From an optimization exercise on the open Yosys and OpenROAD flow, aimed at small area; shortcuts taken in it are not production practice. Only simulation tests tie the RTL to the original design; equivalence was not proved.

==> flow/design.v <==
module goertzel
#(
	parameter [31:0] bin_coeff = 32'd16413441
)
(
    input clk,
    input reset,
    input advance_in,
    input logic signed [23:0] input_sig,
    output logic signed [63:0] power,
    output logic advance
);
localparam int K  = 6;                        
localparam int VW = 51;                       
localparam int PW = 43;                       
localparam int NS = (VW + K - 1) / K;         
localparam int CS = 4;                        
localparam int NCS = CS + 1;                  
localparam logic [K*CS-1:0]  CX  = bin_coeff[K*CS-1:0];
localparam logic [K*NCS-1:0] CXW = bin_coeff[K*NCS-1:0];
localparam logic [K*NCS-1:0] NCX = ~CXW + 1'b1;
localparam int S_UPD  = CS + 1;               
localparam int S_SQ0  = CS + 2;               
localparam int S_T1   = S_SQ0 + NS;           
localparam int S_PR0  = S_T1 + 1;             
localparam int S_Q    = S_PR0 + NS;           
localparam int S_QC0  = S_Q + 1;              
localparam int S_QC1  = S_QC0 + NCS - 1;      
localparam int S_FIN  = S_QC1 + 1;            
logic signed [VW-1:0] v1, v2;
logic [63:0]          H;                      
logic signed [PW-1:0] R;                      
logic signed [PW-1:0] pw;
logic                 p;
logic [9:0]           n;
logic [4:0]           st;
logic [1:0]           mode;                   
assign power = {{(64-PW){pw[PW-1]}}, pw};
logic pulse, end_blk, upd_pulse;
assign pulse     = advance_in;
assign end_blk   = pulse & p & (n == 10'd1023);
assign upd_pulse = pulse & ~(p & (n == 10'd1022));
logic m_c, m_nc, m_v1, m_v2;                  
logic first, c_first;
logic op_sub, op_add, op_h;                   
logic a_v2, a_r;                              
logic [3:0] sl;
always_comb begin
    m_c = 1'b0; m_nc = 1'b0; m_v1 = 1'b0; m_v2 = 1'b0;
    first = 1'b0; c_first = 1'b0; sl = '0;
    op_sub = 1'b0; op_add = 1'b0; op_h = 1'b0; a_v2 = 1'b0; a_r = 1'b0;
    if (upd_pulse) begin
        op_sub = 1'b1; a_v2 = 1'b1;
    end else begin
        for (int i = 1; i <= CS; i++)
            if (st == 5'(i)) begin
                m_c = 1'b1; sl = 4'(CS - i); first = (i == 1); c_first = (i == 1);
            end
        if (st == 5'(S_UPD)) begin
            op_add = 1'b1; op_h = 1'b1; a_v2 = 1'b1;
        end
        for (int i = S_SQ0; i < S_T1; i++)
            if (st == 5'(i) && mode != 0) begin
                m_v1 = 1'b1; sl = 4'(S_T1 - 1 - i); first = (i == S_SQ0);
            end
        if (st == 5'(S_T1) && mode != 0) begin
            op_h = 1'b1; op_add = mode[1]; a_r = 1'b1;
        end
        for (int i = S_PR0; i < S_Q; i++)
            if (st == 5'(i) && mode == 2) begin
                m_v2 = 1'b1; sl = 4'(S_Q - 1 - i); first = (i == S_PR0);
            end
        if (st == 5'(S_Q) && mode == 2) op_h = 1'b1;
        for (int i = S_QC0; i <= S_QC1; i++)
            if (st == 5'(i) && mode == 2) begin
                m_nc = 1'b1; sl = 4'(S_QC1 - i); first = (i == S_QC0);
            end
        if (st == 5'(S_FIN) && mode == 2) begin
            op_h = 1'b1; op_add = 1'b1; a_r = 1'b1;
        end
    end
end
logic [K:0]      bf;                          
logic [NS*K:0]   v1f, v2f;
logic [K*CS:0]   cxf;
logic [K*NCS:0]  ncxf;
assign v1f  = {{(NS*K-VW+1){v1[VW-1]}}, v1, 1'b0};
assign v2f  = {{(NS*K-VW+1){v2[VW-1]}}, v2, 1'b0};
assign cxf  = {CX, 1'b0};
assign ncxf = {NCX, 1'b0};
always_comb begin
    bf = '0;
    if (op_sub) bf = {{K{1'b1}}, 1'b0};       
    if (op_add) bf = {{(K-1){1'b0}}, 2'b10};  
    for (int i = 0; i < NS; i++)
        if (sl == 4'(i)) bf = bf | ({(K+1){m_v1}} & v1f[K*i +: K+1]) | ({(K+1){m_v2}} & v2f[K*i +: K+1]);
    for (int i = 0; i < CS; i++)
        if (m_c && sl == 4'(i)) bf = cxf[K*i +: K+1];
    for (int i = 0; i < NCS; i++)
        if (m_nc && sl == 4'(i)) bf = ncxf[K*i +: K+1];
end
logic [VW-1:0] am;
logic [63:0]   A, acc_in, H_next, h;
logic          r;
assign am = a_v2 ? v2 : a_r ? VW'(R) : v1;
assign A  = {{(64-VW){am[VW-1]}}, am};
assign h = {{23{H[63]}}, H[63:23]};
assign r = H[63] & (|H[22:0]);
assign acc_in = op_sub  ? {{40{input_sig[23]}}, input_sig} :
                op_h    ? h :
                c_first ? (A << K) :
                first   ? 64'd0 : (H << K);
localparam int ND = K / 2;
logic [63:0] pp [0:ND-1];
logic [ND-1:0] pneg;
genvar gt, gc;
generate
    for (gt = 0; gt < ND; gt++) begin : g_booth
        logic b0, b1, b2, one, two, neg;
        logic [63:0] m;
        assign b0 = bf[2*gt];
        assign b1 = bf[2*gt+1];
        assign b2 = bf[2*gt+2];
        assign one = b1 ^ b0;
        assign two = (b2 & ~b1 & ~b0) | (~b2 & b1 & b0);
        assign neg = b2;
        assign m = ({64{one}} & (A << (2*gt))) | ({64{two}} & (A << (2*gt+1)));
        assign pp[gt] = (m ^ {64{neg}}) & ({64{1'b1}} << (2*gt));
        assign pneg[gt] = neg;
    end
endgenerate
logic [63:0] cs_s [0:ND];
logic [63:0] cs_c [0:ND];
assign cs_s[0] = acc_in;
assign cs_c[0] = {59'd0, pneg[2], 1'b0, pneg[1], 1'b0, pneg[0]};
generate
    for (gt = 0; gt < ND; gt++) begin : g_row
        for (gc = 0; gc < 64; gc++) begin : g_col
            logic a0, a1, a2;
            assign a0 = cs_s[gt][gc];
            assign a1 = cs_c[gt][gc];
            assign a2 = pp[gt][gc];
            assign cs_s[gt+1][gc] = a0 ^ a1 ^ a2;
            if (gc < 63) assign cs_c[gt+1][gc+1] = (a0 & a1) | (a2 & (a0 ^ a1));
        end
        assign cs_c[gt+1][0] = 1'b0;
    end
endgenerate
logic [64:0] rc;
assign rc[0] = op_h & r;
generate
    for (gc = 0; gc < 64; gc++) begin : g_cpa
        logic a0, a1;
        assign a0 = cs_s[ND][gc];
        assign a1 = cs_c[ND][gc];
        assign H_next[gc] = a0 ^ a1 ^ rc[gc];
        assign rc[gc+1] = (a0 & a1) | (rc[gc] & (a0 ^ a1));
    end
endgenerate
always_ff @(posedge clk) begin
    H <= H_next;
    if ((st == 5'(S_T1) && mode != 0) || (st == 5'(S_FIN) && mode == 2)) R <= H_next[PW-1:0];
    if (reset) begin
        v1 <= '0; v2 <= '0; pw <= '0;
        p <= 1'b0; n <= '0; st <= '0; mode <= '0; advance <= 1'b0;
    end else begin
        if (st != 0) st <= st + 5'd1;
        if (st == 5'(S_UPD)) begin
            v1 <= H_next[VW-1:0];
            v2 <= v1;
        end
        if (st == 5'(S_Q) && mode == 2) begin
            v1 <= H_next[VW-1:0];
            v2 <= '0;
        end
        if (pulse) begin
            p <= 1'b1;
            if (p) begin
                n <= n + 10'd1;
                advance <= (n == 10'd1023);
            end
            if (upd_pulse) begin
                v2 <= H_next[VW-1:0];
                st <= 5'd1;
                mode <= (p && n == 10'd1020) ? 2'd1 : (p && n == 10'd1021) ? 2'd2 : 2'd0;
            end
            if (end_blk) begin
                pw <= R;
                v1 <= '0;
            end
        end
    end
end
endmodule
==> flow/run.sh <==
#!/bin/bash
# synth_recipe.tcl (not shown) runs the flow's synth.tcl, then flattens the netlist and writes it again
# the make line also repeats each setting of config.mk as NAME=value (left out here)
make -C /OpenROAD-flow-scripts/flow DESIGN_CONFIG=/design/flow/config.mk WORK_HOME=/design/flow/orfs CLKGATE_MAP_FILE= SYNTH_SCRIPT=/design/flow/synth_recipe.tcl finish
==> flow/config.mk <==
export PLATFORM = sky130hd
export DESIGN_NAME = goertzel
export DESIGN_NICKNAME = goertzel
export VERILOG_FILES = /design/flow/design.v
export SDC_FILE = /design/flow/constraint.sdc
export NUM_CORES = 4
export LEC_CHECK = 0
export CAP_MARGIN = 20
export CORE_MARGIN = 2
export CORE_UTILIZATION = 35
export CTS_BUF_LIST = sky130_fd_sc_hd__clkbuf_4
export SLEW_MARGIN = 20
==> flow/constraint.sdc <==
create_clock -name core_clock -period 40.0 [get_ports {clk}]
set_input_delay 8.0000 -clock core_clock [delete_from_list [all_inputs] [get_ports {clk}]]
set_output_delay 8.0000 -clock core_clock [all_outputs]
set_load 0.01 [all_outputs]
==> results of run 1 <==
[metal layers]
metal / global-route usage, % / vias to the layer above
met5: 0 / -
met4: 9.269 / 0
met3: 4.825 / 139
met2: 37.10 / 1073
met1: 34.57 / 9662
li1: - / 8799
[worst max-delay path: cells and delay by family]
kind,cells,cell delay [ps]
xor gates and xnor gates,6,1110
AOI/OAI and AO/OA,7,1820
and+or+nand+nor,2,200
buffers and inverters,7,800
adders and majority gates,64,27320
[metrics by stage]
stage | std cells | cell area, sq um | hold WS (ps)
final | 3390 | 23930 | 453.4
after global routing | 3389 | 23920 | 478.2
after detailed placement | 3245 | 22860 | 448.4
after CTS | 3387 | 23900 | 454.8
after global placement | 3245 | 22860 | 443.2
after floorplan | 2517 | 21330 | 458.6
[final cells by class]
type | instances | area share, %
multi-input combinational | 1935 | 59.45
sequential | 271 | 24.47
timing repair buffer | 161 | 6.108
tap | 782 | 4.089
clock buffer | 116 | 3.640
inverter | 96 | 1.506
clock inverter | 26 | 0.7007
antenna | 3 | 0.03138
[cells in the final DEF, fill, tap and decap left out, drive strengths merged, types with 52 or more instances in the layout]
cell type        n
nand2          491
a21oi          361
dfxtp          228
fa             182
nor2           163
clkbuf         116
xnor2          114
o22ai          104
inv             99
clkdlybuf4s50   89
ha              76
buf             71
xor2            60
o21ai           53
o32ai           52
[path summary, 6_finish.rpt]
path                 end  slack [ps]
hold reg to reg   pw[15]         450
setup reg to reg   H[63]        6860
hold / removal    pw[15]         450
setup / recovery   H[63]        1410
[Yosys cell counts (8+ instances only)]
library cell,instances,area (sq um)
clkbuf_1,119,446.7
ha_1,76,950.9
nor2_1,160,600.6
a221oi_1,21,183.9
o211ai_1,23,172.7
xor2_1,59,516.8
o21ai_0,44,220.2
a21oi_1,354,1772
mux2i_1,8,80.08
o22ai_1,104,650.6
nand3_1,18,90.09
nand2_1,490,1839
buf_4,30,225.2
a22o_1,11,96.34
nor3_1,30,150.1
o21ai_1,9,45.04
o32ai_1,51,446.7
inv_1,93,349.1
buf_6,8,90.09
a22oi_1,14,105.1
buf_1,19,71.32
buf_2,39,195.2
edfxtp_1,43,1291
xnor2_1,114,998.5
dfxtp_1,228,4564
fa_1,182,3643
a211oi_1,28,210.2
[registers in the layout, summed over array words and instances (netlist names)]
signal	flops
st	5
n	10
p	1
v2	51
pw	43
v1	51
advance	1
R	43
mode	2
H	64
[cell families after synthesis]
kind of cell    after synthesis  synth area share, %
compound gates              721                21.48
xor+xnor                    175                7.286
fa+ha+maj                   258                21.54
buf+inv                     311                6.511
flops                       271                27.45
mux                          13               0.6394
simple gates                768                15.09
==> reports/metrics.yaml, run 1 <==
route:
  wire_per_inst_um: 22.97
  first_iter_violations: 2255
  dr.max_layer_used: "met4"
  num_vias: 19670
  viasPerCell: 5.803
  ant_nets: 0
  drt_first_pass_iters: 6
  drc_errors: 0
  routed_wl_um: 77880
  drt-met1-wl_um: 33960
  dr_wl_met2_um: 33810
  wl_met3_um: 7236
setup_path:
  arrival_ps: 39270
  path_max_fanout: 6
  critPathKind: "in -> reg"
  cp_slowest_cell: "fa_1"
  critPathLaunchType: "input pin"
  r2r-start: "st[0]"
  required_ps: 40680
  worst_path_most_repeated_cell: "fa_1"
  crit_path_start: "advance_in"
  reg2reg_depth: 89
  worst_path_largest_cell_delay_ps: 500
  cp-end-kind: "flop"
place:
  place_ws_ps: 126.6
  gp_congestion: 0.9722
  io_buffers: 91
  dp_hpwl_um: 56180
cts:
  clkSinkCount: 271
  clk_pin_slew_ps: 60
  ctsHoldBuffers: 0
  cts_resized: 0
  cts_setup_buffers: 0
  ctsLongestPathBuffers: 3
  cts_root_buffer: "clkbuf_4"
  cts_max_level: 3
  numCtsBuffers: 79
  cts_tree: "done"
  clk_latency_ps: 830
sta:
  worst_slew_pin_slew_ps: 1163
  slew_headroom_pct: 22.50
  setup_tns_ps: 0
  rsz0062_at_grt: "false"
  finalSetupViolCount: 0
  clock.fmax_mhz: 25.92
  drv_slew: 0
  timing.final.crit_share_pct: 96.47
  finalHoldViolations: 0
  finClkSkew_ps: 49.56
  period_minus_slack_ps: 38590
  layout_setup_ws_ps: 1414
global_routing:
  gr-usage-all-layers_pct: 24.53
  gr-total-overflow: 0
  grt_pass1_wl_um: 118800
  grt_max_degree: 66
  grt_pass1_vias: 19230
  antenna_found_initial: 3
synthesis:
  syn_nets: 2802
  synth_edf_count: 43
  syn-cell-area_sq_um: 21330
  ys.flop_type: "dfxtp_1"
  ys_seq_elements: 271
  synth_area_per_cell_sq_um: 8.474
  synth_cell_types: 93
  synth_warnings: 4
  syn_inst: 2517
  synthArstFlopShare_pct: 0
  yosysSeqAreaShare_pct: 27.45
worst_hold_path:
  hp-class: "reg -> reg"
  worstHoldStart: "pw[15]"
  hold_depth: 2
floorplan:
  die_h_um: 250.9
  coreArea_sq_um: 60360
  initial_core_util_pct: 35.34
  ioPinCount: 92
  die_area_sq_um: 62930
  dieWidth_um: 250.9
  rows: 90
cells_and_area:
  register_area_sq_um: 5856
  syn2layout_area_growth_pct: 12.18
  drive_gt1_share_pct: 10.29
  multiInputGateArea_sq_um: 14220
  fin_nets: 2829
  n_fill_cell: 6121
  final_core_util_pct: 39.64
outcome:
  status: "timing/DRC/antenna clean"
job:
  cap_violations: 0
==> inputs of run 2 (changes only) <==
--- a/flow/config.mk
+++ b/flow/config.mk
@@ -8,5 +8,6 @@
 export CAP_MARGIN = 20
 export CORE_MARGIN = 2
-export CORE_UTILIZATION = 35
+export CORE_UTILIZATION = 60
 export CTS_BUF_LIST = sky130_fd_sc_hd__clkbuf_4
+export CTS_CLUSTER_SIZE = 20
 export SLEW_MARGIN = 20
==> reports/metrics.yaml, run 2 <==
synthesis:
  yosysSeqAreaShare_pct: 27.45  # unchanged
  syn_inst: 2517  # unchanged
  ys.flop_type: "dfxtp_1"
  synth_top_area_share_pct: 21.40  # unchanged
  syn_nets: 2802  # unchanged
  synth_warnings: 4  # unchanged
  yosysMostFrequentCell: "nand2_1"
  yosysTopAreaCell: "dfxtp_1"
  synthTopCellsByArea: "dfxtp_1 21%, fa_1 17%, nand2_1 8.6%, a21oi_1 8.3%, edfxtp_1 6.1%"
  synth_area_per_cell_sq_um: 8.474  # unchanged
  synth_common_cells: "490 x nand2_1, 354 x a21oi_1, 228 x dfxtp_1"
  synth_edf_count: 43  # unchanged
  synthArstFlopShare_pct: 0  # unchanged
  syn-cell-area_sq_um: 21330  # unchanged
  ys_seq_elements: 271  # unchanged
  synth_cell_types: 93  # unchanged
worst_hold_path:
  hp-class: "reg -> reg"
  hold_path_end: "pw[41]"
  worstHoldStart: "pw[41]"
  hold_depth: 2  # unchanged
setup_path:
  cp-end-kind: "flop"
  critPathKind: "in -> reg"
  worst_path_most_repeated_cell: "fa_1"
  r2r-start: "st[0]"
  critPathLaunchType: "input pin"
  r2r-end: "H[63]"
  r2r_slack_ps: 6910  # +50 ps
  reg2reg_depth: 88  # -1.1%
  worst_path_largest_cell_delay_ps: 520  # +20 ps
  cp_slowest_cell: "clkdlybuf4s50_1"
  required_ps: 40670  # about the same
  arrival_ps: 39530  # +260 ps
  path_max_fanout: 12  # +6
sta:
  worst_slew_pin_slew_ps: 1188  # +25.28 ps
  finalHoldViolations: 0  # unchanged
  slew_headroom_pct: 20.81  # -1.7 points
  finClkSkew_ps: 33.50  # -16.06 ps
  rsz0062_at_grt: "false"
  setup_tns_ps: 0  # unchanged
  drv_slew: 0  # unchanged
  layout_setup_ws_ps: 1138  # -275.9 ps
  clock.fmax_mhz: 25.73  # -0.71%
  timing.final.crit_share_pct: 97.16  # +0.69 points
  finalSetupViolCount: 0  # unchanged
  hold_ws_ps: 451.2  # -2.256 ps
  period_minus_slack_ps: 38860  # +275.9 ps
cells_and_area:
  top_regs: "H (64), v1 (51), v2 (51)"
  design_area_sq_um: 23420  # -2.1%
  fin_nets: 2815  # -0.49%
  syn2layout_area_growth_pct: 9.802
  layout_commonest_cell: "nand2_1"
  drive_gt1_share_pct: 9.969  # -0.32 points
  largest_reg_flops: 64  # unchanged
  n_fill_cell: 2983  # -51%
  fin_cells: 3050  # -10%
  mostFrequentLayoutCells: "484 x nand2_1, 354 x a21oi_1, 228 x dfxtp_1"
  largest-register: "H"
global_routing:
  grt_pass1_vias: 18960  # -1.4%
  grt_max_degree: 64  # -3.0%
  antenna_found_initial: 2  # -1
  gr-usage-all-layers_pct: 41.12  # +17 points
  gr-total-overflow: 0  # unchanged
  grt_pass1_wl_um: 113700  # -4.3%
floorplan:
  die_area_sq_um: 37070  # -41%
  ioPinCount: 92  # unchanged
  die_h_um: 192.5  # -23%
  coreArea_sq_um: 35310  # -41%
  rows: 69  # -23%
  initial_core_util_pct: 60.41  # +25 points
  dieWidth_um: 192.5  # -23%
route:
  drt_first_pass_iters: 6  # unchanged
  first_iter_violations: 2609  # +16%
  num_vias: 20030  # +1.8%
  wire_per_inst_um: 24.66  # +7.3%
  ant_nets: 0  # unchanged
  drc_errors: 0  # unchanged
  routed_wl_um: 75210  # -3.4%
  viasPerCell: 6.566  # +13%
place:
  place_area_sq_um: 22380  # -2.1%
  dp_hpwl_um: 54200  # -3.5%
  gp_congestion: 1.017  # +4.6%
  io_buffers: 91  # unchanged
  dp.cells: 2915  # -10%
  place_ws_ps: 214.3  # +87.71 ps
job:
  cap_violations: 0  # unchanged
cts:
  clk_pin_slew_ps: 60  # about the same
  clk_latency_ps: 800  # -30 ps
  clkSinkCount: 271  # unchanged
  numCtsBuffers: 74  # -6.3%
  ctsLongestPathBuffers: 3  # unchanged
  cts_root_buffer: "clkbuf_4"
  cts_tree: "done"
  cts_setup_buffers: 0  # unchanged
  cts_max_level: 3  # unchanged
outcome:
  status: "timing/DRC/antenna clean"
-- run 2: cell count changes in the layout (fill, tap and decap cells not counted), sizes merged --
cell,previous run,this run
clkinv,21,15
buf,71,62
clkbuf,116,112
clkdlybuf4s50,89,90
inv,99,97
dlymetal6s2s,1,0
bufinv,2,3
clkinvlp,0,3
diode,3,1
-- run 2: cells by family after synthesis --
logic type,Yosys count,synth area share (%)
buffers and inverters,311,6.511
AO/OA/AOI/OAI,721,21.48
multiplexers,13,0.6394
flip-flops,271,27.45
XOR/XNOR,175,7.286
AND/OR/NAND/NOR,768,15.09
adder cells (fa/ha/maj),258,21.54
-- run 2: area by class of cell --
class | count | area, sq um | share of cell area, %
Timing Repair Buffer | 152 | 1379 | 5.887
Clock inverter | 22 | 178.9 | 0.7640
Clock buffer | 112 | 840.8 | 3.590
Multi-Input combinational cell | 1935 | 14230 | 60.74
Inverter | 96 | 360.3 | 1.539
Tap cell | 461 | 576.8 | 2.463
Antenna cell | 1 | 2.502 | 0.01068
Sequential cell | 271 | 5856 | 25.00
-- run 2: how the worst max path moves through the flow --
stage / slack [ps] / startpoint / endpoint / depth (start not counted)
after CTS: 1020 / advance_in / H[63] / 85
after detailed placement: 210 / advance_in / H[63] / 85
after global placement: 440 / advance_in / H[63] / 86
after global routing: 30 / advance_in / H[63] / 86
final: 1140 / advance_in / H[63] / 85
after floorplan: 1880 / advance_in / H[63] / 87
-- run 2: per-stage QoR --
step / utilization [%]
2_1_floorplan: -
3_3_place_gp: 63.38
3_5_place_dp: 63.38
4_1_cts: 66.27
5_1_grt: 66.33
6_report: 66.33
-- run 2: per-layer routing --
layer / part of all wire, % / global-route usage, %
met5: 0.015 / 0
met4: 6.0 / 22.90
met3: 12 / 10.51
met2: 43 / 60.82
met1: 39 / 55.01
-- run 2: critical path: cells and delay by family --
family / cells / cell delay (ps)
AO/OA/AOI/OAI: 6 / 1790
adder cells (fa/ha/maj): 64 / 27320
XOR/XNOR: 6 / 1030
buffers and inverters: 6 / 850
AND/OR/NAND/NOR: 3 / 490
-- run 2: what timing repair did --
action                     4_1_cts  5_1_grt
hold buffers                     0        0
resized for setup                0        3
setup endpoints to repair        0        1
==> inputs of run 3 (changes only) <==
--- a/flow/config.mk
+++ b/flow/config.mk
@@ -8,6 +8,4 @@
 export CAP_MARGIN = 20
 export CORE_MARGIN = 2
-export CORE_UTILIZATION = 60
-export CTS_BUF_LIST = sky130_fd_sc_hd__clkbuf_4
-export CTS_CLUSTER_SIZE = 20
+export CORE_UTILIZATION = 35
 export SLEW_MARGIN = 20
==> reports/metrics.yaml, run 3 <==
synthesis:
  ys.flop_type: "dfxtp_1"
  synth_common_cells: "490 x nand2_1, 354 x a21oi_1, 228 x dfxtp_1"
  synth_cell_types: 93  # unchanged
  synth_area_per_cell_sq_um: 8.474  # unchanged
  synthArstFlopShare_pct: 0  # unchanged
  synth_edf_count: 43  # unchanged
  yosysSeqAreaShare_pct: 27.45  # unchanged
  syn_inst: 2517  # unchanged
  yosysMostFrequentCell: "nand2_1"
  synth_warnings: 4  # unchanged
  synthTopCellsByArea: "dfxtp_1 21%, fa_1 17%, nand2_1 8.6%, a21oi_1 8.3%, edfxtp_1 6.1%"
  syn-cell-area_sq_um: 21330  # unchanged
  yosysTopAreaCell: "dfxtp_1"
  syn_nets: 2802  # unchanged
  ys_seq_elements: 271  # unchanged
  synth_top_area_share_pct: 21.40  # unchanged
cts:
  clk_pin_slew_ps: 60  # about the same
  cts_max_level: 2  # -1
  cts_tree: "done"
  cts_root_buffer: "clkbuf_16"
  numCtsBuffers: 36  # -51%
  clk_latency_ps: 560  # -240 ps
  clkSinkCount: 271  # unchanged
  ctsLongestPathBuffers: 3  # unchanged
route:
  routed_wl_um: 77450  # +3.0%
  num_vias: 19340  # -3.4%
  first_iter_violations: 2355  # -9.7%
  ant_nets: 0  # unchanged
  wire_per_inst_um: 23.39  # -5.1%
  drc_errors: 0  # unchanged
  drt_first_pass_iters: 6  # unchanged
  viasPerCell: 5.841  # -11%
cells_and_area:
  largest-register: "H"
  largest_reg_flops: 64  # unchanged
  drive_gt1_share_pct: 7.750  # -2.2 points
  fin_nets: 2786  # -1.0%
  n_fill_cell: 6070  # +100%
  syn2layout_area_growth_pct: 12.72
  mostFrequentLayoutCells: "484 x nand2_1, 354 x a21oi_1, 228 x dfxtp_1"
  top_regs: "H (64), v1 (51), v2 (51)"
  fin_cells: 3311  # +8.6%
  diodes: 0  # -1
  layout_commonest_cell: "nand2_1"
floorplan:
  rows: 90  # +30%
  ioPinCount: 92  # unchanged
  die_h_um: 250.9  # +30%
  initial_core_util_pct: 35.34  # -25 points
  dieWidth_um: 250.9  # +30%
  die_area_sq_um: 62930  # +70%
  coreArea_sq_um: 60360  # +71%
global_routing:
  gr-total-overflow: 0  # unchanged
  grt_pass1_wl_um: 118300  # +4.1%
  grt_pass1_vias: 18830  # -0.70%
  antenna_found_initial: 2  # unchanged
  gr-usage-all-layers_pct: 24.37  # -17 points
  grt_max_degree: 66  # +3.1%
place:
  dp.cells: 3245  # +11%
  gp_congestion: 0.9722  # -4.4%
  io_buffers: 91  # unchanged
  dp_hpwl_um: 56180  # +3.6%
setup_path:
  r2r-start: "st[0]"
  required_ps: 40430  # -240 ps
  critPathLaunchType: "input pin"
  path_max_fanout: 6  # -6
  r2r-end: "H[63]"
  arrival_ps: 39300  # -230 ps
  reg2reg_depth: 89  # +1.1%
  worst_path_most_repeated_cell: "fa_1"
  cp_slowest_cell: "fa_1"
  worst_path_largest_cell_delay_ps: 500  # -20 ps
  cp-end-kind: "flop"
  critPathKind: "in -> reg"
  crit_path_start: "advance_in"
  r2r_slack_ps: 6920  # about the same
sta:
  finClkSkew_ps: 17.02  # -16.48 ps
  clock.fmax_mhz: 25.73  # about the same
  period_minus_slack_ps: 38860  # +2.020 ps
  slew_headroom_pct: 22.07  # +1.3 points
  hold_ws_ps: 453.1  # +1.899 ps
  worst_slew_pin_slew_ps: 1169  # -18.91 ps
  drv_slew: 0  # unchanged
  setup_tns_ps: 0  # unchanged
  timing.final.crit_share_pct: 97.16  # about the same
  finalHoldViolations: 0  # unchanged
  finalSetupViolCount: 0  # unchanged
  rsz0062_at_grt: "false"
job:
  cap_violations: 0  # unchanged
worst_hold_path:
  worstHoldStart: "pw[15]"
  hold_depth: 2  # unchanged
  hold_path_end: "pw[15]"
  hp-class: "reg -> reg"
outcome:
  status: "timing/DRC/antenna clean"
-- run 3: cell families after synthesis --
logic type | Yosys count | share of synthesized area [%]
adders and majority gates | 258 | 21.54
muxes | 13 | 0.6394
DFF | 271 | 27.45
AOI/OAI and AO/OA | 721 | 21.48
buffers and inverters | 311 | 6.511
and+or+nand+nor | 768 | 15.09
xor gates and xnor gates | 175 | 7.286
-- run 3: metal layers --
layer / GRT usage, % / up-vias / routed length, um
li1: - / 8665 / -
met1: 34.90 / 9570 / 34160
met2: 37.05 / 969 / 33730
met3: 3.769 / 132 / 6605
met4: 9.048 / 2 / 2943
met5: 0 / - / 7
-- run 3: layout make-up --
type	instances	area, sq um	share of cell area (%)
Inverter	96	360.3	1.499
Clock buffer	53	1026	4.267
Multi-Input combinational cell	1935	14220	59.17
Timing Repair Buffer	161	1461	6.079
Clock inverter	13	135.1	0.5621
Sequential cell	271	5856	24.36
Tap cell	782	978.4	4.070
-- run 3: how the worst max path moves through the flow --
stage	to	slack, ps	depth (start not counted)
3_3_place_gp	H[63]	430	87
4_1_cts	H[63]	690	87
5_1_grt	H[63]	60	87
6_report	H[63]	1140	86
3_5_place_dp	H[63]	130	87
2_1_floorplan	H[63]	1880	87
-- run 3: timing repair --
action	CTS	global route
gates resized for setup	0	5
setup buffers	0	0
hold buffers	0	0
setup endpoints to repair	0	1
-- run 3: worst max-delay path: cells and delay by family --
| family | cells | cell delay (ps) |
|---|---|---|
| adders and majority gates | 64 | 27360 |
| AOI/OAI and AO/OA | 7 | 1830 |
| xor gates and xnor gates | 6 | 1100 |
| buffers and inverters | 7 | 800 |
| and+or+nand+nor | 2 | 210 |
-- run 3: stage by stage --
step	util, %	area (sq um)	setup slack (ps)
2_1_floorplan	-	21330	1881
3_3_place_gp	37.88	22860	430.0
3_5_place_dp	37.88	22860	126.6
4_1_cts	39.80	24020	690.3
5_1_grt	39.83	24040	59.99
6_report	39.83	24040	1136
==> inputs of run 4 (changes only) <==
==> flow/flow/run.sh (new file) <==
#!/bin/bash
# The standard layout, except that the input and output ports are buffered
# with the smallest buffer cell (buf_1) instead of the default clkdlybuf4s50_1.
set -e
cp standard.sh flow_standard_copy.sh.txt
export BUFFER_PORTS_ARGS="-buffer_cell sky130_fd_sc_hd__buf_1"
bash standard.sh > standard.log 2>&1
==> flow/standard.sh (new file) <==
#!/bin/bash
# synth_recipe.tcl (not shown) runs the flow's synth.tcl, then flattens the netlist and writes it again
# the make line also repeats each setting of config.mk as NAME=value (left out here)
make -C /OpenROAD-flow-scripts/flow DESIGN_CONFIG=/design/flow/config.mk WORK_HOME=/design/flow/orfs CLKGATE_MAP_FILE= SYNTH_SCRIPT=/design/flow/synth_recipe.tcl "${@:-finish}"
removed: flow/run.sh
==> reports/metrics.yaml, run 4 <==
outcome:
  status: "timing/DRC/antenna clean"
route:
  viasPerCell: 5.876  # +0.60%
  wire_per_inst_um: 23.16  # -1.0%
  drc_errors: 0  # unchanged
  first_iter_violations: 2362  # +0.30%
  drt_first_pass_iters: 6  # unchanged
  routed_wl_um: 76240  # -1.6%
  num_vias: 19340  # +0.026%
  ant_nets: 0  # unchanged
sta:
  period_minus_slack_ps: 38800  # -68.03 ps
  timing.final.crit_share_pct: 96.99  # -0.17 points
  layout_setup_ws_ps: 1204  # +68.03 ps
  drv_slew: 0  # unchanged
  worst_slew_pin_slew_ps: 1214  # +45.38 ps
  finalSetupViolCount: 0  # unchanged
  slew_headroom_pct: 19.05  # -3.0 points
  setup_tns_ps: 0  # unchanged
  finClkSkew_ps: 14.09  # -2.929 ps
  clock.fmax_mhz: 25.78  # +0.18%
  finalHoldViolations: 0  # unchanged
global_routing:
  grt_pass1_wl_um: 116200  # -1.8%
  gr-total-overflow: 0  # unchanged
  gr-usage-all-layers_pct: 23.92  # -0.46 points
  grt_pass1_vias: 18760  # -0.37%
  grt_max_degree: 60  # -9.1%
  antenna_found_initial: 0  # -2
cells_and_area:
  layout_commonest_cell: "nand2_1"
  multiInputGateArea_sq_um: 14240  # +0.11%
  final_core_util_pct: 38.67  # -1.2 points
  mostFrequentLayoutCells: "483 x nand2_1, 354 x a21oi_1, 228 x dfxtp_1"
  design_area_sq_um: 23340  # -2.9%
  top_regs: "H (64), v1 (51), v2 (51)"
  largest-register: "H"
  diodes: 0  # unchanged
  drive_gt1_share_pct: 7.291  # -0.46 points
  fin_nets: 2770  # -0.57%
  largest_reg_flops: 64  # unchanged
  syn2layout_area_growth_pct: 9.421
  register_area_sq_um: 5856  # unchanged
  n_fill_cell: 6068  # -0.033%
synthesis:
  syn_inst: 2517  # unchanged
  yosysTopAreaCell: "dfxtp_1"
  synth_cell_types: 93  # unchanged
  synthTopCellsByArea: "dfxtp_1 21%, fa_1 17%, nand2_1 8.6%, a21oi_1 8.3%, edfxtp_1 6.1%"
  synth_warnings: 4  # unchanged
  synthArstFlopShare_pct: 0  # unchanged
  yosysSeqAreaShare_pct: 27.45  # unchanged
  ys_seq_elements: 271  # unchanged
  ys.flop_type: "dfxtp_1"
  synth_edf_count: 43  # unchanged
  yosysMostFrequentCell: "nand2_1"
  synth_top_area_share_pct: 21.40  # unchanged
  synth_area_per_cell_sq_um: 8.474  # unchanged
  synth_common_cells: "490 x nand2_1, 354 x a21oi_1, 228 x dfxtp_1"
  syn_nets: 2802  # unchanged
  syn-cell-area_sq_um: 21330  # unchanged
cts:
  cts_setup_buffers: 0  # unchanged
  clk_latency_ps: 550  # about the same
  cts_root_buffer: "clkbuf_16"
  cts_tree: "done"
  ctsHoldBuffers: 0  # unchanged
  cts_resized: 0  # unchanged
  numCtsBuffers: 34  # -5.6%
  ctsLongestPathBuffers: 3  # unchanged
  clkSinkCount: 271  # unchanged
  cts_max_level: 2  # unchanged
  clk_pin_slew_ps: 60  # about the same
floorplan:
  initial_core_util_pct: 35.34  # unchanged
  dieWidth_um: 250.9  # unchanged
  coreArea_sq_um: 60360  # unchanged
  die_area_sq_um: 62930  # unchanged
  rows: 90  # unchanged
  die_h_um: 250.9  # unchanged
  ioPinCount: 92  # unchanged
job:
  cap_violations: 0  # unchanged
place:
  place_ws_ps: 377.3  # +250.7 ps
  place_area_sq_um: 22170  # -3.0%
  io_buffers: 91  # unchanged
  dp_hpwl_um: 54960  # -2.2%
  gp_congestion: 0.9574  # -1.5%
setup_path:
  critPathKind: "in -> reg"
  critPathLaunchType: "input pin"
  worst_path_most_repeated_cell: "fa_1"
  cp-end-kind: "flop"
  path_max_fanout: 34  # +28
  critical_path_buf_inv_count: 7  # unchanged
  worst_path_largest_cell_delay_ps: 520  # +20 ps
  arrival_ps: 39230  # -70 ps
  required_ps: 40430  # about the same
  cp_slowest_cell: "fa_1"
  critical_path.top_delay_family: "adder cells"
worst_hold_path:
  hp-class: "reg -> reg"
-- run 4: cell counts after synthesis --
Identical to the previous run, type by type.
-- run 4: logic make-up (layout without fill, tap and decap cells) --
| kind of cell | count (synthesis) | in the layout | share of synthesized area, % |
|---|---|---|---|
| AOI/OAI and AO/OA | 721 | 721 | 21.48 |
| xor gates and xnor gates | 175 | 175 | 7.286 |
| buffers and inverters | 311 | 304 | 6.511 |
| muxes | 13 | 13 | 0.6394 |
| DFF | 271 | 271 | 27.45 |
| adders and majority gates | 258 | 258 | 21.54 |
| and+or+nand+nor | 768 | 768 | 15.09 |
-- run 4: final timing paths --
check        slack, ps  endpoint       start  cells after the start
max               1200     H[63]  advance_in                     87
min                450    pw[21]      pw[21]                      2
max reg2reg       6870     H[63]       st[0]                     88
min reg2reg        450    pw[21]      pw[21]                      2
-- run 4: layout make-up --
type                    count  area share (%)
multi-input cells        1935           61.02
flip-flops and latches    271           25.09
clock buffers              50           4.300
well taps                 782           4.192
repair buffers            147           3.281
inverters                  96           1.544
clock inverters            11          0.5736
-- run 4: worst min-delay path, stage by stage (launching register included) --
cell	delay, ps
dfxtp_1	300
nand2_1	50
a21oi_1	50
-- run 4: through the flow --
step / instances / hold WS (ps)
after global routing: 3292 / 475.9
after global placement: 3231 / 442.7
after detailed placement: 3231 / 446.9
final: 3292 / 452.0
after CTS: 3292 / 454.9
after floorplan: 2517 / 458.6
-- run 4: metal layers --
metal | part of all wire [%] | global-route usage (%) | up-vias | wire length, um
li1 | - | - | 8629 | -
met3 | 9.3 | 3.386 | 147 | 7062
met5 | 0 | 0 | - | 0
met2 | 43 | 36.30 | 1030 | 33150
met4 | 3.7 | 8.793 | 0 | 2807
met1 | 44 | 34.54 | 9537 | 33220
==> inputs of run 5 (changes only) <==
==> flow/flow/run.sh (replaced) <==
#!/bin/bash
# Layout flow: the standard flow (standard.sh) with two changes that keep
# the design, its registers and its constraints as they are:
#  1. after the standard synthesis, the combinational gates are mapped again
#     by ABC with an area-oriented script (remap.ys, remap.abc); the
#     flip-flops, full/half adders and tie cells stay as the standard
#     synthesis made them;
#  2. the input and output ports are buffered with buf_1 cells.
# Each tool's output goes to a log file of its own in this folder.
set -euo pipefail
here=$PWD
res=$here/orfs/results/sky130hd/goertzel/base
yosys_bin=/OpenROAD-flow-scripts/tools/install/yosys/bin/yosys

bash standard.sh synth > flow_1_synth.log 2>&1
cp "$res/1_2_yosys.v" "$here/std_1_2_yosys.v"
sed -e "s#@LIB@#$FLOW_HOME/platforms/sky130hd/lib/sky130_fd_sc_hd__tt_025C_1v80.lib#g" \
    -e "s#@IN@#$here/std_1_2_yosys.v#g" \
    -e "s#@OUT@#$res/1_2_yosys.v#g" \
    -e "s#@TMP@#$here/remap_tmp.v#g" -e "s#@ABC@#$here/flow/remap.abc#g" flow/remap.ys > remap_run.ys
"$yosys_bin" -s remap_run.ys > flow_2_remap.log 2>&1
rm -f "$res/1_synth.odb" "$res/1_synth.sdc"

export BUFFER_PORTS_ARGS="-buffer_cell sky130_fd_sc_hd__buf_1"
bash standard.sh > flow_3_layout.log 2>&1
==> flow/flow/remap.abc (new file) <==
&get -n
&st
&dch
&nf -R 1000
&put
topo
==> flow/flow/remap.ys (new file) <==
# Map the combinational gates of the standard synthesis again, for area.
# The flip-flops, full/half adders and tie cells are kept as they are.
read_liberty -ignore_miss_func @LIB@
blackbox sky130_fd_sc_hd__*df* sky130_fd_sc_hd__fa_* sky130_fd_sc_hd__ha_* sky130_fd_sc_hd__conb_*
read_verilog @IN@
hierarchy -check -top goertzel
flatten
opt -purge
abc -liberty @LIB@ -dont_use sky130_fd_sc_hd__probe* -dont_use sky130_fd_sc_hd__lpflow* -dont_use sky130_fd_sc_hd__clkdly* -dont_use sky130_fd_sc_hd__dlygate* -dont_use sky130_fd_sc_hd__dlymetal* -script @ABC@
opt_clean -purge
write_verilog -noattr -selected @TMP@
design -reset
read_liberty -lib @LIB@
read_verilog @TMP@
hierarchy -check -top goertzel
hilomap -singleton -hicell sky130_fd_sc_hd__conb_1 HI -locell sky130_fd_sc_hd__conb_1 LO
insbuf -buf sky130_fd_sc_hd__buf_4 A X
splitnets
opt_clean -purge
check -assert -mapped
tee -o remap_stat.txt stat -liberty @LIB@
write_verilog -noattr -nohex -nodec @OUT@
--- a/flow/config.mk
+++ b/flow/config.mk
@@ -8,4 +8,6 @@
 export CAP_MARGIN = 20
 export CORE_MARGIN = 2
-export CORE_UTILIZATION = 35
+export CORE_UTILIZATION = 60
+export CTS_BUF_LIST = sky130_fd_sc_hd__clkbuf_4
+export CTS_CLUSTER_SIZE = 20
 export SLEW_MARGIN = 20
==> reports/metrics.yaml, run 5 <==
outcome:
  status: "timing/DRC/antenna clean"
cells_and_area:
  drive_gt1_share_pct: 9.235  # +1.9 points
  syn2layout_area_growth_pct: 10.90
  largest-register: "H"
  n_fill_cell: 2761  # -54%
  top_regs: "H (64), v1 (51), v2 (51)"
  largest_reg_flops: 64  # unchanged
  fin_nets: 2690  # -2.9%
  mostFrequentLayoutCells: "336 x nand2_1, 329 x a21oi_1, 228 x dfxtp_1"
  design_area_sq_um: 21990  # -5.8%
  final_core_util_pct: 67.60  # +29 points
  layout_commonest_cell: "nand2_1"
setup_path:
  r2r-start: "st[2]"
  cp-end-kind: "flop"
  r2r_slack_ps: 6540  # -330 ps
  worst_path_most_repeated_cell: "fa_1"
  arrival_ps: 39530  # +300 ps
  worst_path_largest_cell_delay_ps: 510  # about the same
  reg2reg_depth: 88  # unchanged
  critPathKind: "in -> reg"
  r2r-end: "H[63]"
  path_max_fanout: 7  # -79%
  cp_slowest_cell: "fa_1"
  required_ps: 40700  # +270 ps
  critPathLaunchType: "input pin"
sta:
  drv_slew: 0  # unchanged
  worst_slew_pin_slew_ps: 1111  # -103.0 ps
  slew_headroom_pct: 25.92  # +6.9 points
  period_minus_slack_ps: 38840  # +41.05 ps
  finalSetupViolCount: 0  # unchanged
  finClkSkew_ps: 49.41  # +35.32 ps
  timing.final.crit_share_pct: 97.09  # +0.10 points
  clock.fmax_mhz: 25.75  # -0.11%
  hold_ws_ps: 469.5  # +17.53 ps
  finalHoldViolations: 0  # unchanged
cts:
  clkSinkCount: 271  # unchanged
  cts_root_buffer: "clkbuf_4"
  clk_pin_slew_ps: 60  # about the same
  clk_latency_ps: 800  # +250 ps
  cts_max_level: 3  # +1
  ctsLongestPathBuffers: 3  # unchanged
  numCtsBuffers: 77  # +130%
  cts_tree: "done"
worst_hold_path:
  hp-class: "reg -> reg"
  hold_depth: 2  # unchanged
  hold_path_end: "advance"
  worstHoldStart: "advance"
synthesis:
  synth_area_per_cell_sq_um: 8.874  # +4.7%
  syn-cell-area_sq_um: 19830  # -7.0%
  syn_inst: 2235  # -11%
  synth_warnings: 4  # unchanged
  syn_nets: 2520  # -10%
route:
  ant_nets: 0  # unchanged
  drt-met1-wl_um: 26690  # -20%
  num_vias: 19430  # +0.44%
  dr_wl_met2_um: 33010  # -0.42%
  wire_per_inst_um: 25.37  # +9.5%
  drc_errors: 0  # unchanged
  first_iter_violations: 2964  # +25%
  drt_first_pass_iters: 9  # +3
  dr.max_layer_used: "met4"
  wl_met3_um: 9827  # +39%
  viasPerCell: 6.672  # +14%
  routed_wl_um: 73870  # -3.1%
floorplan:
  rows: 66  # -27%
  initial_core_util_pct: 60.96  # +26 points
  dieWidth_um: 185.8  # -26%
  coreArea_sq_um: 32540  # -46%
  ioPinCount: 92  # unchanged
  die_h_um: 185.8  # -26%
  die_area_sq_um: 34530  # -45%
global_routing:
  antenna_found_initial: 2  # +2
  grt_max_degree: 68  # +13%
  grt_pass1_wl_um: 111400  # -4.1%
  grt_pass1_vias: 18960  # +1.1%
  gr-total-overflow: 0  # unchanged
  gr-usage-all-layers_pct: 43.32  # +19 points
place:
  gp_congestion: 1.003  # +4.8%
  place_area_sq_um: 20890  # -5.8%
  dp_hpwl_um: 51440  # -6.4%
  io_buffers: 91  # unchanged
job:
  cap_violations: 0  # unchanged
## run 5: timing repair
| item | 4_1_cts | 5_1_grt |
|---|---|---|
| setup endpoints to repair | 0 | 1 |
| hold buffers | 0 | 0 |
| resized for setup | 0 | 11 |
| buffers inserted | 0 | 1 |
## run 5: worst max-delay path by stage
stage	start	endpoint	slack, ps	cells after the start
finish	advance_in	H[63]	1160	89
global route	advance_in	H[63]	-30	91
CTS	advance_in	H[63]	740	90
detailed placement	advance_in	H[63]	-80	90
global placement	advance_in	H[63]	390	90
floorplan	advance_in	H[63]	100	86
## run 5: final cells by class
| cell class | count | area, sq um | area share (%) |
|---|---|---|---|
| tap | 442 | 553.0 | 2.515 |
| inverter | 91 | 344.1 | 1.564 |
| antenna | 1 | 2.502 | 0.01138 |
| multi-input combinational | 1809 | 13350 | 60.70 |
| timing repair buffer | 155 | 837.1 | 3.806 |
| sequential | 271 | 5856 | 26.62 |
| clock buffer | 120 | 900.9 | 4.096 |
| clock inverter | 23 | 151.4 | 0.6884 |
## run 5: metrics by stage
step / TNS [ps] / instances / setup slack [ps]
final: 0 / 2912 / 1163
after floorplan: 0 / 2235 / 103.5
after global routing: -25.37 / 2912 / -25.37
after detailed placement: -83.73 / 2767 / -83.73
after global placement: 0 / 2767 / 391.5
after CTS: 0 / 2910 / 743.4
## run 5: worst max-delay path: cells and delay by family
family | cells | cell delay [ps]
mux | 1 | 210
buf+inv | 7 | 720
xor+xnor | 7 | 1160
compound gates | 4 | 860
simple gates | 6 | 1060
fa+ha+maj | 64 | 27530
## run 5: metal layers
| layer | global-route usage, % | vias to the layer above |
|---|---|---|
| met3 | 11.74 | 298 |
| li1 | - | 8344 |
| met5 | 0 | - |
| met2 | 66.91 | 1490 |
| met4 | 24.06 | 0 |
| met1 | 55.18 | 9296 |
==> inputs of run 6 (changes only) <==
--- a/flow/flow/run.sh
+++ b/flow/flow/run.sh
@@ -1,4 +1,4 @@
 #!/bin/bash
-# Layout flow: the standard flow (standard.sh) with two changes that keep
+# Layout flow: the standard flow (standard.sh) with three changes that keep
 # the design, its registers and its constraints as they are:
 #  1. after the standard synthesis, the combinational gates are mapped again
@@ -6,5 +6,6 @@
 #     flip-flops, full/half adders and tie cells stay as the standard
 #     synthesis made them;
-#  2. the input and output ports are buffered with buf_1 cells.
+#  2. the input and output ports are buffered with buf_1 cells;
+#  3. clock tree synthesis uses the buffers below and no dummy loads.
 # Each tool's output goes to a log file of its own in this folder.
 set -euo pipefail
@@ -23,3 +24,4 @@
 
 export BUFFER_PORTS_ARGS="-buffer_cell sky130_fd_sc_hd__buf_1"
+export CTS_ARGS="-sink_clustering_enable -repair_clock_nets -dont_use_dummy_load -buf_list sky130_fd_sc_hd__clkbuf_8 -sink_clustering_size 16 -sink_clustering_max_diameter 60"
 bash standard.sh > flow_3_layout.log 2>&1
==> flow/flow/remap.abc (replaced) <==
&get -n
&st
&deepsyn -T 60
&dch
&nf -R 1000
&put
topo
--- a/flow/config.mk
+++ b/flow/config.mk
@@ -8,6 +8,4 @@
 export CAP_MARGIN = 20
 export CORE_MARGIN = 2
-export CORE_UTILIZATION = 60
-export CTS_BUF_LIST = sky130_fd_sc_hd__clkbuf_4
-export CTS_CLUSTER_SIZE = 20
+export CORE_UTILIZATION = 50
 export SLEW_MARGIN = 20
==> reports/metrics.yaml, run 6 <==
sta:
  slew_headroom_pct: 19.41  # -6.5 points
  drv_slew: 0  # unchanged
  clock.fmax_mhz: 25.88  # +0.50%
  finalSetupViolCount: 0  # unchanged
  finClkSkew_ps: 92.08  # +42.66 ps
  timing.final.crit_share_pct: 96.61  # -0.48 points
  period_minus_slack_ps: 38640  # -193.8 ps
  rsz0062_at_grt: "false"
  setup_tns_ps: 0  # unchanged
  hold_ws_ps: 452.6  # -16.92 ps
  finalHoldViolations: 0  # unchanged
  worst_slew_pin_slew_ps: 1204  # +93.21 ps
  layout_setup_ws_ps: 1357  # +193.8 ps
global_routing:
  grt_pass1_wl_um: 123000  # +10%
  gr-total-overflow: 0  # unchanged
  grt_pass1_vias: 18300  # -3.5%
  gr-usage-all-layers_pct: 41.47  # -1.8 points
  grt_max_degree: 48  # -29%
  antenna_found_initial: 0  # -2
cts:
  clk_latency_ps: 670  # -130 ps
  ctsLongestPathBuffers: 3  # unchanged
  clk_pin_slew_ps: 80  # +20 ps
  cts_max_level: 2  # -1
  ctsHoldBuffers: 0  # unchanged
  clkSinkCount: 271  # unchanged
  cts_tree: "done"
  cts_root_buffer: "clkbuf_8"
  numCtsBuffers: 34  # -56%
synthesis:
  synth_warnings: 4  # unchanged
  syn_inst: 2147  # -3.9%
  syn-cell-area_sq_um: 19420  # -2.1%
  syn_nets: 2432  # -3.5%
  synth_area_per_cell_sq_um: 9.046  # +1.9%
route:
  first_iter_violations: 2643  # -11%
  routed_wl_um: 84170  # +14%
  ant_nets: 0  # unchanged
  num_vias: 19220  # -1.1%
  drc_errors: 0  # unchanged
  wire_per_inst_um: 29.84  # +18%
  drt_first_pass_iters: 6  # -3
  viasPerCell: 6.811  # +2.1%
place:
  place_ws_ps: 63.25  # +147.0 ps
  gp_congestion: 1.006  # +0.23%
  place_area_sq_um: 20760  # -0.60%
  dp_hpwl_um: 60600  # +18%
  io_buffers: 91  # unchanged
cells_and_area:
  largest_reg_flops: 64  # unchanged
  multiInputGateArea_sq_um: 12900  # -3.3%
  n_fill_cell: 3570  # +29%
  mostFrequentLayoutCells: "341 x nand2_1, 255 x nor2_1, 228 x dfxtp_1"
  fin_nets: 2589  # -3.8%
  syn2layout_area_growth_pct: 9.921
  register_area_sq_um: 5856  # unchanged
  layout_commonest_cell: "nand2_1"
  top_regs: "H (64), v1 (51), v2 (51)"
  design_area_sq_um: 21350  # -2.9%
  largest-register: "H"
  drive_gt1_share_pct: 7.559  # -1.7 points
floorplan:
  die_h_um: 201.1  # +8.2%
  die_area_sq_um: 40440  # +17%
  initial_core_util_pct: 50.49  # -10 points
  coreArea_sq_um: 38470  # +18%
  dieWidth_um: 201.1  # +8.2%
  rows: 72  # +9.1%
  ioPinCount: 92  # unchanged
setup_path:
  arrival_ps: 39120  # -410 ps
  worst_path_largest_cell_delay_ps: 510  # about the same
  worst_path_most_repeated_cell: "fa_1"
  critPathKind: "in -> reg"
  reg2reg_depth: 94  # +6.8%
  required_ps: 40470  # -230 ps
  cp_slowest_cell: "fa_1"
  critPathLaunchType: "input pin"
  r2r_slack_ps: 6460  # -80 ps
  path_max_fanout: 14  # +7
  cp-end-kind: "flop"
outcome:
  status: "timing/DRC/antenna clean"
worst_hold_path:
  hp-class: "reg -> reg"
  hold_depth: 2  # unchanged
job:
  cap_violations: 0  # unchanged
==> run 6: metal layers <==
| metal | vias up | track usage [%] | share of wire, % |
|---|---|---|---|
| li1 | 8171 | - | - |
| met1 | 9423 | 55.95 | 39 |
| met2 | 1316 | 62.20 | 43 |
| met3 | 305 | 9.686 | 12 |
| met4 | 0 | 21.75 | 6.3 |
| met5 | - | 0 | 0 |
==> run 6: stage by stage <==
stage / utilization, % / cells
floorplan: - / 2147
global placement: 53.97 / 2783
detailed placement: 53.98 / 2783
CTS: 55.19 / 2817
global route: 55.49 / 2820
finish: 55.50 / 2821
==> run 6: final cells by class <==
class	instances	share of cell area, %
multi-input combinational	1708	60.44
sequential	271	27.43
timing repair buffer	185	5.069
tap	518	3.036
clock buffer	34	2.192
inverter	104	1.829
antenna	1	0.01172
==> run 6: worst max-delay path: cells and delay by family <==
kind	cells	cell delay, ps
AOI/OAI and AO/OA	6	1240
adders and majority gates	64	27340
and+or+nand+nor	8	950
buffers and inverters	7	700
xor gates and xnor gates	6	920
==> run 6: final timing paths <==
| check | endpoint | from |
|---|---|---|
| setup / recovery | H[63] | advance_in |
| hold / removal | v2[11] | v1[11] |
| setup reg to reg | H[63] | st[0] |
| hold reg to reg | v2[11] | v1[11] |
==> run 6: what timing repair did <==
| action | 4_1_cts | 5_1_grt |
|---|---|---|
| gates resized for setup | 0 | 20 |
| setup buffers | 0 | 2 |
| setup endpoints to repair | 0 | 1 |
==> inputs of run 7 (changes only) <==
--- a/flow/config.mk
+++ b/flow/config.mk
@@ -9,3 +9,4 @@
 export CORE_MARGIN = 2
 export CORE_UTILIZATION = 50
+export GPL_TIMING_DRIVEN = 0
 export SLEW_MARGIN = 20
==> reports/metrics.yaml, run 7 <==
synthesis:
  syn-cell-area_sq_um: 19420  # unchanged
  syn_inst: 2147  # unchanged
  synth_warnings: 4  # unchanged
  syn_nets: 2432  # unchanged
  synth_area_per_cell_sq_um: 9.046  # unchanged
place:
  io_buffers: 91  # unchanged
  dp_hpwl_um: 59120  # -2.5%
  place_area_sq_um: 21430  # +3.2%
  gp_congestion: 0.9991  # -0.64%
setup_path:
  critical_path.top_delay_family: "adder cells"
  critPathKind: "in -> reg"
  critPathLaunchType: "input pin"
  worst_path_most_repeated_cell: "fa_1"
  worst_path_largest_cell_delay_ps: 780  # +270 ps
  cp-end-kind: "flop"
  cp_slowest_cell: "nor2_4"
  r2r-start: "st[4]"
  path_max_fanout: 18  # +4
  r2r_slack_ps: 5740  # -720 ps
  critical_path_buf_inv_count: 8  # +1
  required_ps: 40530  # +60 ps
  crit_path_start: "advance_in"
  arrival_ps: 39700  # +580 ps
cts:
  cts_max_level: 1  # -1
  clkSinkCount: 271  # unchanged
  clk_latency_ps: 650  # -20 ps
  ctsLongestPathBuffers: 3  # unchanged
  cts_tree: "done"
  cts_root_buffer: "clkbuf_8"
  clk_pin_slew_ps: 80  # about the same
  numCtsBuffers: 27  # -21%
route:
  drt_first_pass_iters: 6  # unchanged
  num_vias: 19430  # +1.1%
  ant_nets: 0  # unchanged
  drc_errors: 0  # unchanged
  wire_per_inst_um: 28.97  # -2.9%
  routed_wl_um: 82890  # -1.5%
  viasPerCell: 6.793  # -0.27%
  first_iter_violations: 2421  # -8.4%
global_routing:
  grt_pass1_vias: 18660  # +1.9%
  grt_pass1_wl_um: 123800  # +0.63%
  grt_max_degree: 47  # -2.1%
  gr-usage-all-layers_pct: 40.92  # -0.55 points
  antenna_found_initial: 0  # unchanged
  gr-total-overflow: 0  # unchanged
cells_and_area:
  top_regs: "H (64), v1 (51), v2 (51)"
  mostFrequentLayoutCells: "334 x nand2_1, 246 x nor2_1, 228 x dfxtp_1"
  drive_gt1_share_pct: 10.89  # +3.3 points
  largest-register: "H"
  design_area_sq_um: 22270  # +4.3%
  fin_nets: 2628  # +1.5%
  syn2layout_area_growth_pct: 14.66
  n_fill_cell: 3512  # -1.6%
  register_area_sq_um: 5856  # unchanged
  largest_reg_flops: 64  # unchanged
  layout_commonest_cell: "nand2_1"
  multiInputGateArea_sq_um: 13230  # +2.5%
floorplan:
  ioPinCount: 92  # unchanged
  dieWidth_um: 201.1  # unchanged
  coreArea_sq_um: 38470  # unchanged
  initial_core_util_pct: 50.49  # unchanged
  die_area_sq_um: 40440  # unchanged
  rows: 72  # unchanged
  die_h_um: 201.1  # unchanged
sta:
  worst_slew_pin_slew_ps: 1253  # +48.97 ps
  finalSetupViolCount: 0  # unchanged
  drv_slew: 0  # unchanged
  rsz0062_at_grt: "false"
  finalHoldViolations: 0  # unchanged
  hold_ws_ps: 458.3  # +5.697 ps
  clock.fmax_mhz: 25.52  # -1.4%
  finClkSkew_ps: 55.58  # -36.50 ps
  period_minus_slack_ps: 39180  # +534.0 ps
  slew_headroom_pct: 16.13  # -3.3 points
  timing.final.crit_share_pct: 97.94  # +1.3 points
worst_hold_path:
  hp-class: "reg -> reg"
  worstHoldStart: "v2[24]"
job:
  cap_violations: 0  # unchanged
outcome:
  status: "timing/DRC/antenna clean"
-- run 7: changes by cell type in the layout (fill, tap and decap cells not counted), moves of 7 or more --
cell,delta
fa_1,-9
nor2_4,+10
buf_16,+10
clkbuf_8,-7
buf_6,+12
nand2_1,-7
fa_2,+9
nor2_1,-9
buf_12,+10
-- run 7: worst paths after layout --
check / endpoint / depth (start not counted)
hold / removal: v2[24] / 2
setup / recovery: H[63] / 86
hold reg to reg: v2[24] / 2
setup reg to reg: H[63] / 93
-- run 7: per-layer routing --
metal  global-route usage [%]  routed length, um
met2                    62.77              36270
met5                        0                  0
met4                    21.38               4949
met1                    54.42              32030
met3                    9.006               9638
-- run 7: layout make-up --
type / instances / share of cell area [%]
plain buffers: 64 / 2.158
repair buffers: 161 / 5.765
flip-flops and latches: 271 / 26.30
inverters: 104 / 1.792
diodes: 2 / 0.02247
multi-input cells: 1714 / 59.39
well taps: 518 / 2.910
clock buffers: 27 / 1.669
-- run 7: what timing repair did --
item | CTS | global route
pin swaps | 11 | 3
buffers inserted | 14 | 10
hold buffers | 0 | 0
setup endpoints to repair | 5 | 2
resized for setup | 40 | 24
gates cloned | 6 | 0
-- run 7: worst min-delay path, cell delays in order, from the launching register on --
cell     delay, ps
dfxtp_1        330
nand2_1         60
nand2_1         40
-- run 7: stage by stage --
step / instances / setup TNS, ps / setup slack, ps / utilization, %
detailed placement: 2801 / -9359 / -2936 / 55.71
CTS: 2848 / 0 / 34.86 / 57.43
global placement: 2756 / -58000 / -6678 / 53.13
finish: 2861 / 0 / 822.6 / 57.89
global route: 2859 / 0 / 35.30 / 57.88
floorplan: 2147 / 0 / 9.219 / -
==> inputs of run 8 (changes only) <==
--- a/flow/design.v
+++ b/flow/design.v
@@ -50,7 +50,5 @@
     first = 1'b0; c_first = 1'b0; sl = '0;
     op_sub = 1'b0; op_add = 1'b0; op_h = 1'b0; a_v2 = 1'b0; a_r = 1'b0;
-    if (upd_pulse) begin
-        op_sub = 1'b1; a_v2 = 1'b1;
-    end else begin
+    begin : sched
         for (int i = 1; i <= CS; i++)
             if (st == 5'(i)) begin
@@ -78,4 +76,7 @@
         if (st == 5'(S_FIN) && mode == 2) begin
             op_h = 1'b1; op_add = 1'b1; a_r = 1'b1;
+        end
+        if (!(m_c | m_nc | m_v1 | m_v2 | op_h)) begin
+            op_sub = 1'b1; a_v2 = 1'b1;
         end
     end
--- a/flow/config.mk
+++ b/flow/config.mk
@@ -9,4 +9,3 @@
 export CORE_MARGIN = 2
 export CORE_UTILIZATION = 50
-export GPL_TIMING_DRIVEN = 0
 export SLEW_MARGIN = 20
==> reports/metrics.yaml, run 8 <==
outcome:
  status: "timing/DRC/antenna clean"
sta:
  setup_tns_ps: 0  # unchanged
  clock.fmax_mhz: 27.25  # +6.8%
  rsz0062_at_grt: "false"
  slew_headroom_pct: 21.79  # +5.7 points
  finClkSkew_ps: 114.8  # +59.17 ps
  worst_slew_pin_slew_ps: 1173  # -80.30 ps
  finalHoldViolations: 0  # unchanged
  finalSetupViolCount: 0  # unchanged
  period_minus_slack_ps: 36690  # -2484 ps
  hold_ws_ps: 457.7  # -0.6030 ps
  drv_slew: 0  # unchanged
  timing.final.crit_share_pct: 91.73  # -6.2 points
  layout_setup_ws_ps: 3306  # +2484 ps
synthesis:
  syn-cell-area_sq_um: 19110  # -1.6%
  syn_inst: 1979  # -7.8%
  synth_warnings: 4  # unchanged
  synth_area_per_cell_sq_um: 9.657  # +6.8%
  syn_nets: 2264  # -6.9%
setup_path:
  cp_slowest_cell: "fa_1"
  cp-end-kind: "flop"
  critPathLaunchType: "input pin"
  critical_path.top_delay_family: "adder cells"
  arrival_ps: 37160  # -2540 ps
  critPathKind: "in -> reg"
  path_max_fanout: 1  # -17
  worst_path_most_repeated_cell: "fa_1"
  worst_path_largest_cell_delay_ps: 550  # -230 ps
  required_ps: 40470  # -60 ps
  critical_path_buf_inv_count: 6  # -2
place:
  io_buffers: 91  # unchanged
  dp_hpwl_um: 56030  # -5.2%
  place_ws_ps: 2574  # +5510 ps
  gp_congestion: 1.004  # +0.48%
global_routing:
  gr-usage-all-layers_pct: 39.98  # -0.94 points
  grt_pass1_wl_um: 116200  # -6.2%
  gr-total-overflow: 0  # unchanged
  grt_max_degree: 53  # +13%
  antenna_found_initial: 3  # +3
  grt_pass1_vias: 17320  # -7.2%
cells_and_area:
  syn2layout_area_growth_pct: 8.583
  top_regs: "H (64), v1 (51), v2 (51)"
  register_area_sq_um: 5856  # unchanged
  fin_nets: 2409  # -8.3%
  n_fill_cell: 3441  # -2.0%
  largest-register: "H"
  diodes: 0  # -2
  multiInputGateArea_sq_um: 12410  # -6.1%
  drive_gt1_share_pct: 6.362  # -4.5 points
  mostFrequentLayoutCells: "228 x dfxtp_1, 195 x nand2_1, 182 x fa_1"
  largest_reg_flops: 64  # unchanged
  layout_commonest_cell: "dfxtp_1"
cts:
  clkSinkCount: 271  # unchanged
  clk_pin_slew_ps: 100  # +20 ps
  ctsHoldBuffers: 0  # unchanged
  cts_setup_buffers: 0  # -14
  clk_latency_ps: 670  # +20 ps
  cts_resized: 0  # -100%
  ctsLongestPathBuffers: 3  # unchanged
  numCtsBuffers: 28  # +3.7%
  cts_tree: "done"
  cts_max_level: 1  # unchanged
  cts_root_buffer: "clkbuf_8"
route:
  viasPerCell: 6.942  # +2.2%
  drc_errors: 0  # unchanged
  wire_per_inst_um: 30.04  # +3.7%
  wl_met3_um: 9394  # -2.5%
  dr_wl_met2_um: 34230  # -5.6%
  drt_first_pass_iters: 6  # unchanged
  ant_nets: 0  # unchanged
  drt-met1-wl_um: 30570  # -4.6%
  routed_wl_um: 79090  # -4.6%
  dr.max_layer_used: "met5"
  num_vias: 18280  # -5.9%
  first_iter_violations: 2536  # +4.8%
floorplan:
  die_h_um: 199.5  # -0.79%
  ioPinCount: 92  # unchanged
  coreArea_sq_um: 37670  # -2.1%
  initial_core_util_pct: 50.74  # +0.25 points
  dieWidth_um: 199.5  # -0.79%
  die_area_sq_um: 39800  # -1.6%
  rows: 71  # -1.4%
job:
  cap_violations: 0  # unchanged
worst_hold_path:
  hp-class: "reg -> reg"
[run 8: path summary, 6_finish.rpt]
kind / startpoint / to / slack [ps] / cells after the start
worst min-delay path: v2[46] / v2[46] / 460 / 2
worst max register to register: st[0] / H[63] / 3860 / 101
worst min register to register: v2[46] / v2[46] / 460 / 2
worst max-delay path: input_sig[2] / H[63] / 3310 / 77
[run 8: per-layer routing]
layer	GRT usage, %	vias up
met1	54.14	8992
met5	0	-
met4	21.10	2
met3	8.186	263
li1	-	7780
met2	60.30	1242
[run 8: cell type report]
class / instances / area share [%]
Clock buffer: 28 / 1.857
Inverter: 122 / 2.207
Multi-Input combinational cell: 1522 / 59.81
Sequential cell: 271 / 28.22
Tap cell: 511 / 3.081
Timing Repair Buffer: 179 / 4.829
[run 8: through the flow]
step | cells | instance area (sq um) | utilization [%]
after detailed placement | 2605 | 20370 | 54.07
after global routing | 2633 | 20750 | 55.10
after global placement | 2605 | 20370 | 54.07
final | 2633 | 20750 | 55.10
after floorplan | 1979 | 19110 | -
after CTS | 2633 | 20750 | 55.10
[run 8: worst register-to-register path, delay by kind of cell, from the launching register on]
family | cells | cell delay, ps
compound gates | 12 | 2720
xor+xnor | 6 | 950
fa+ha+maj | 63 | 27420
buf+inv | 10 | 1840
flops | 1 | 380
simple gates | 10 | 2740

-- re-timing with driven ports --
Ports are ideal in the flow. The routed layouts listed here were re-timed in OpenROAD.
Step 1, drivers: a clkbuf_16 drives clk and a buf_2 each remaining input, both assumed.
Step 2 adds t to the input delays and takes it off the output delays; t is the mean of the earliest and latest rising clock arrival at the registers after step 1. Input paths then give back, and output paths get back, about the clock's delay inside the block.
Slacks: ideal ports / drivers / drivers and shift; pairs: ideal ports / drivers.
| run | t, ns | setup slack, ns | latest minus earliest clock arrival (ns) | slew at the worst register clock pin (ns) | pins driven straight from the clock port |
|---|---|---|---|---|---|
| run 1 | 0.857 | 1.414 / 1.442 / 0.585 | 0.049 / 0.049 | 0.08 / 0.08 | 1 |
| run 2 | 0.831 | 1.138 / 1.160 / 0.329 | 0.038 / 0.038 | 0.08 / 0.08 | 1 |
| run 3 | 0.611 | 1.136 / 1.167 / 0.556 | 0.017 / 0.017 | 0.06 / 0.06 | 1 |
| run 4 | 0.600 | 1.204 / 1.231 / 0.631 | 0.014 / 0.014 | 0.06 / 0.06 | 1 |
| run 5 | 0.834 | 1.163 / 1.194 / 0.360 | 0.050 / 0.049 | 0.08 / 0.08 | 1 |
| run 6 | 0.668 | 1.357 / 1.382 / 0.714 | 0.092 / 0.092 | 0.10 / 0.10 | 1 |
| run 7 | 0.678 | 0.823 / 0.839 / 0.161 | 0.056 / 0.055 | 0.10 / 0.10 | 1 |
| run 8 | 0.666 | 3.306 / 3.339 / 2.672 | 0.114 / 0.115 | 0.11 / 0.11 | 1 |
After both steps every run listed still meets setup and hold. The setup slack of run 1, which loses most, moves by +0.028 ns with the drivers and by -0.829 ns with both steps.
